This design comes from an exercise in tuning for small area on the open sky130 flow, not from production work.
No functional check of the RTL was part of any run shown here.
Power figures rest on the tool's default switching activity, not on a simulated workload.

==> flow/design.v, too long to show whole: its modules and the start of the top module <==
// module filter: 476 lines
// module bmac: 435 lines
// module fa: 4 lines
// module ha: 4 lines
module filter(
input                       clk,                          
input                       rst,                          
input                       fclk,                         
input[15:0]                rd_left_data,
input[15:0]                rd_right_data,
output[31:0]               tx_left_data,
output[31:0]               tx_right_data,
input[3:0]                 gain_one,
input[3:0]                 gain_two,
input[3:0]                 gain_thr,
input[3:0]                 gain_fou,
input[3:0]                 gain_fiv,
input[3:0]                 gain_six,
input[3:0]                 gain_sev
    );
  // ...
==> flow/flow/run.sh <==
#!/bin/bash
# Own layout flow: the standard ORFS flow (standard.sh, which runs the
# standard synthesis unchanged), with these changes to how the layout is made:
#  - the buffers that synthesis (abc) inserted are removed at floorplan
#    (REMOVE_ABC_BUFFERS), and every cell is swapped to the smallest cell of its
#    family (flow/downsize.tcl); placement's repair_design then re-buffers and
#    re-sizes where slew, capacitance or fanout need it;
#  - ports are buffered with the smallest buffer cell;
#  - clock tree synthesis uses clkbuf_4 with larger sink clusters and no dummy loads.
# ORFS keeps each step's full log in orfs/logs/; this script's output goes to run.log.
set -euo pipefail
exec > >(tee -a run.log) 2>&1
here=$(pwd)
export REMOVE_ABC_BUFFERS=1
export POST_FLOORPLAN_TCL="$here/flow/post_floorplan.tcl"
export BUFFER_PORTS_ARGS="-buffer_cell sky130_fd_sc_hd__buf_1"
export CTS_ARGS="-sink_clustering_enable -repair_clock_nets -dont_use_dummy_load -buf_list sky130_fd_sc_hd__clkbuf_4 -sink_clustering_size 10 -sink_clustering_max_diameter 40"
bash standard.sh
==> flow/flow/downsize.tcl <==
# Swap every standard cell to the smallest cell of its family (same function, same
# footprint name in the library), then let repair_design fix slew/cap/fanout.
proc my_downsize {} {
  set fam {}
  foreach lc [get_lib_cells sky130_fd_sc_hd__*] {
    set n [get_name $lc]
    if {![regexp {^(sky130_fd_sc_hd__[a-z0-9]+)_([0-9]+)$} $n -> base drv]} { continue }
    if {[get_property $lc dont_use]} { continue }
    set a [get_property $lc area]
    if {![dict exists $fam $base] || $a < [lindex [dict get $fam $base] 1]} { dict set fam $base [list $n $a] }
  }
  set cnt 0; set saved 0.0
  foreach inst [get_cells *] {
    set m [get_property $inst ref_name]
    if {![regexp {^(sky130_fd_sc_hd__[a-z0-9]+)_([0-9]+)$} $m -> base drv]} { continue }
    if {[string match "*tap*" $base] || [string match "*clkbuf*" $base] || [string match "*clkinv*" $base] || [string match "*conb*" $base]} { continue }
    if {![dict exists $fam $base]} { continue }
    lassign [dict get $fam $base] small sa
    if {$small ne $m} {
      set oa [get_property [get_lib_cells */$m] area]
      if {$sa < $oa} {
        replace_cell $inst $small
        incr cnt; set saved [expr $saved + $oa - $sa]
      }
    }
  }
  puts "my_downsize: swapped $cnt cells, saved $saved um2"
}
==> flow/flow/post_floorplan.tcl <==
# Sourced by ORFS at the end of the floorplan step (POST_FLOORPLAN_TCL).
source [file join [file dirname [info script]] downsize.tcl]
my_downsize
==> flow/standard.sh <==
#!/bin/bash
# synth_recipe.tcl (not shown) runs the flow's synth.tcl, then flattens the netlist and writes it again
# the make line also repeats each setting of config.mk as NAME=value (left out here)
make -C /OpenROAD-flow-scripts/flow DESIGN_CONFIG=/design/flow/config.mk WORK_HOME=/design/flow/orfs CLKGATE_MAP_FILE= SYNTH_SCRIPT=/design/flow/synth_recipe.tcl "${@:-finish}"
==> flow/config.mk <==
export PLATFORM = sky130hd
export DESIGN_NAME = filter
export DESIGN_NICKNAME = filter
export VERILOG_FILES = /design/flow/design.v
export SDC_FILE = /design/flow/constraint.sdc
export NUM_CORES = 4
export LEC_CHECK = 0
export CAP_MARGIN = 10
export CORE_MARGIN = 2
export CORE_UTILIZATION = 55
export PLACE_DENSITY = 0.65
export SLEW_MARGIN = 10
export SYNTH_HIERARCHICAL = 1
==> flow/constraint.sdc <==
create_clock -name core_clock -period 100.0 [get_ports {clk}]
set_input_delay 20.0000 -clock core_clock [delete_from_list [all_inputs] [get_ports {clk}]]
set_output_delay 20.0000 -clock core_clock [all_outputs]
set_load 0.01 [all_outputs]
==> run summary, run 1 <==
- Skew final: 126 ps
- Clk buf depth: 3
- Top-count cell post-synth: dfxtp_1
- Status: complete, no violations
- Non-clock buffer share: 0.0160
- Total Routing Usage GR: 0.214
- Synth Area in Simple Gates: 0.0499
- Placer Congestion: 0.938
- Reg2reg path depth: 65
- Net switching power figure: 0.000270 W
- Setup violators final: 0
- Portion of netlist area occupied by mux cells: 0.0368
- Largest family of logic cells by synthesized area: adder cells
- Tap Count: 1298
- Slowest cell on the critical path: fa_1
- Routed WL: 107000 um
- Vias in the first global route: 29700
- DP Area: 0.0544 sq mm
- EDFF count, synth: 36
- Synth Area in Compound Gates: 0.0979
- Max stage delay on crit path: 470 ps
- Comb pwr share: 0.104
- Multi-input gate area: 0.0192 sq mm
- GRT busiest layer: met2
- Slew @ Worst Pin: 1210 ps
- Sequential share of the synthesized area: 0.587
- Min-Delay Endpoint: ra_l[11][0]
- Uppermost layer routed: met5
- Invs w/o clock: 29
==> run 2: changes to the inputs <==
--- a/flow/flow/run.sh
+++ b/flow/flow/run.sh
@@ -14,5 +14,5 @@
 export REMOVE_ABC_BUFFERS=1
 export POST_FLOORPLAN_TCL="$here/flow/post_floorplan.tcl"
 export BUFFER_PORTS_ARGS="-buffer_cell sky130_fd_sc_hd__buf_1"
-export CTS_ARGS="-sink_clustering_enable -repair_clock_nets -dont_use_dummy_load -buf_list sky130_fd_sc_hd__clkbuf_4 -sink_clustering_size 10 -sink_clustering_max_diameter 40"
+export CTS_ARGS="-sink_clustering_enable -repair_clock_nets -dont_use_dummy_load -buf_list sky130_fd_sc_hd__clkbuf_4 -sink_clustering_size 11 -sink_clustering_max_diameter 50"
 bash standard.sh
==> run 2 against run 1 <==
Against the previous run:
- critical endpoint unchanged
- register-to-register slack improved by 100 ps
- critical path type unchanged
- sequential share of layout area up 0.16 points
- still clean
- final cell count is 0.34% lower
- fmax fell by 0.10%
- design area down 0.27%
==> run summary, run 2 <==
- Status: complete, no violations
- Post-synthesis xor/xnor area fraction: 0.0505
- First-pass GRT wire length: 170000 um
- Setup crit start kind: input pin
- Synth Area in Compound Gates: 0.0979 (unchanged)
- Placer Congestion: 0.938 (unchanged)
- P_leak: 22.4 nW
- Skew final: 136 ps (+10.2 ps)
- Port-buffer cells: 122
- Synth area leader: dfxtp_1
- Power per cell area: 18.9 mW/mm^2
- Cell area after synthesis: 0.0555 sq mm
- DR iter-0 viols: 2295
- Placed insts: 5145
- 1st-pass router iterations: 6
- Core box area: 0.100 sq mm
- Postcts setup bufs: 0
- Synth Area in Adders: 0.130
- Drt wl/cell: 20.0 um
- Synth Warn #: 11
- Clk Latency, worst-skew pair: 1140 ps
- Setup total negative slack: 0 ps
- Post-route insts no fill: 5330
- Fillers: 8307
- Worst Hold Class: reg2reg
- DP Area: 0.0544 sq mm (unchanged)
- CP arrival: 29840 ps
- Total number of vias: 28500
- Crit Path Class: in2reg
- Htree depth: 4
- Buf/Inv on CP: 3
- Final Hold Violating Endpoints: 0
- Row cnt: 116
- Slew @ Worst Pin: 1230 ps (+26.4 ps)
- Top-count cell post-synth: dfxtp_1
- Clk buf depth: 3 (unchanged)
- Largest family of logic cells by synthesized area: adder cells
- Avg Cell Area, Syn: 13.9 sq um
- Worst VDD drop: 0.0163 mV
- Layout cells sized above 1: 0.104
- Io pins: 127
- Post-synth top area share: 0.568
- Fmax: 34.7 MHz
- Top_reg_cell synth: dfxtp_1
- CP Max Fanout: 13
- Post-DP HPWL: 66600 um
- Clock root buffer: clkbuf_4
- CTS hold repair buffers: 0
- Die ar.: 0.103 sq mm
- Max-Cap Viols: 0
- CP most frequent cell: fa_1
- Die X: 322 um
- Most frequent cells in the layout: dfxtp_1 (1570), fa_1 (348), xnor2_1 (275)
- Slowest cell on the critical path: fa_1
- CP top delay family: adder cells
- RSZ-0062 raised after global routing: no
- Max stage delay on crit path: 480 ps (about the same)
- Largest net degree at the start of global routing: 57
- Async SR Flop Fraction: 0
- Total Routing Usage GR: 0.213 (-0.000699)
- GRT met3 Usage: 0.0409
- Met1 Track Usage GR: 0.298
- Post-synth cell types: 96
- Ranking of synthesized cells by area: dfxtp_1 (57%), fa_1 (13%), a22oi_2 (5.4%)
- Synth cell count leaders: dfxtp_1 (1573), fa_1 (348), xnor2_1 (281)
- Cells after synthesis: 4003
- Critical Path RT: 100990 ps
- Pwr Total: 0.00106 W
- GRT busiest layer: met2
- Routed vias/inst: 5.34
- CTS tree: yes
- Setup violators final: 0 (unchanged)
- Slew margin rel.: 0.172
- Antenna Violating Nets Remaining: 0
- Sequential share of the synthesized area: 0.587 (unchanged)
- Routed WL: 107000 um (-0.36%)
- Die height: 322 um
- CTS clk-pin slew, worst paths: 110 ps
- Initial core utilization: 0.555
- Leading cell type in the layout, fill and taps excluded: dfxtp_1
- Area delta synth->final: 0.449%
- Global route overflow: 0
- Post-CTS Resized: 0
- CTS Buf Count: 176
- Tcrit/Tclk final: 0.288
- Post-synthesis register bit count: 1609
- Shortest period the worst path allows: 28850 ps
- Critical Path End Type: flip-flop
- Nets: 4457
- Met2 Usage GRT: 0.323
- Antenna violations before repair: 3
- Vias in the first global route: 29500 (-0.87%)
- Synth Area in Simple Gates: 0.0499 (unchanged)
- Max-slew violation count: 0
- Design area: 0.0557 sq mm
- EDFF count, synth: 36 (unchanged)
- Portion of netlist area occupied by mux cells: 0.0368 (unchanged)
- DRC violations left: 0
- Clk sinks: 1609
## run 2: cell type report
| cell class | count | area (sq um) | share of cell area |
|---|---|---|---|
| clock buffers | 176 | 1320 | 0.0237 |
| repair buffers | 180 | 893 | 0.0160 |
| well taps | 1298 | 1620 | 0.0292 |
| flip-flops and latches | 1609 | 32600 | 0.585 |
| inverters | 29 | 109 | 0.00195 |
| diodes | 9 | 22.5 | 0.000404 |
| multi-input cells | 2029 | 19200 | 0.344 |
## run 2: final timing paths
kind               start           to  slack, ps  depth (start not counted)
max          gain_one[0]      o_r[18]      71150                         29
min          ra_r[14][3]  ra_r[15][3]        260                          0
max reg2reg        ph[0]    acc_l[31]      72250                         65
min reg2reg  ra_r[14][3]  ra_r[15][3]        260                          0
## run 2: through the flow
stage                     worst slack, ps  hold WS, ps   util
after floorplan                     68990          310      -
final                               71150          264  0.557
after detailed placement            70030          312  0.544
after global routing                70930          236  0.557
after global placement              70140          310  0.544
after CTS                           71290          252  0.557
## run 2: Yosys stat by module (local to each module, per instance)
module / area, sq um / cells inside / times used / flip-flops and latches
filter: 41200 / 2925 / 1 / 1609
fa: 20.0 / 1 / 348 / 0
ha: 12.5 / 1 / 14 / 0
bmac: 3570 / 358 / 2 / 0
## run 2: report_power, final
group / leakage [nW] / switching (W) / internal [W]
clock: 0.810 / 0.000182 / 0.0000810
sequential: 13.0 / 0.0000191 / 0.000662
combinational: 8.61 / 0.0000663 / 0.0000448
total: 22.4 / 0.000267 / 0.000788
## run 2: cells by family (layout without fill, tap and decap cells)
family | count (synthesis) | in the layout
AOI/OAI and AO/OA | 601 | 601
muxes | 188 | 188
other | 1 | 11
buffers and inverters | 366 | 385
adders and majority gates | 369 | 369
DFF | 1609 | 1609
and+or+nand+nor | 549 | 549
xor gates and xnor gates | 320 | 320
## run 2: routing by layer
layer	vias up	wire length, um
met2	983	47800
li1	13200	-
met4	0	3920
met1	14000	48300
met5	-	0
met3	242	6630

-- afterwards: timing with drivers on the ports --
Ports are ideal in the flow. The routed layouts listed here were re-timed in OpenROAD.
Step 1 (the two cells are an assumption about what drives the block):
set clk [get_ports {clk}]
set_driving_cell -lib_cell sky130_fd_sc_hd__clkbuf_16 $clk
set_driving_cell -lib_cell sky130_fd_sc_hd__buf_2 [delete_from_list [all_inputs] $clk]
Step 2, shift: input delay + t, output delay - t, t = (earliest + latest rising clock arrival at the registers) / 2. This alone moves slack from input paths to output paths.
Slacks: ideal / step 1 / step 2; pairs: ideal / step 1.
run	shift t [ns]	setup slack, ns	worst data-port slew with drivers (ns)
run 1	1.153	71.180 / 71.221 / 70.067	0.05
run 2	1.132	71.150 / 71.190 / 70.058	0.05
After both steps every run listed still meets setup and hold. The setup slack of run 1, which loses most, moves by +0.041 ns with the drivers and by -1.113 ns with both steps.
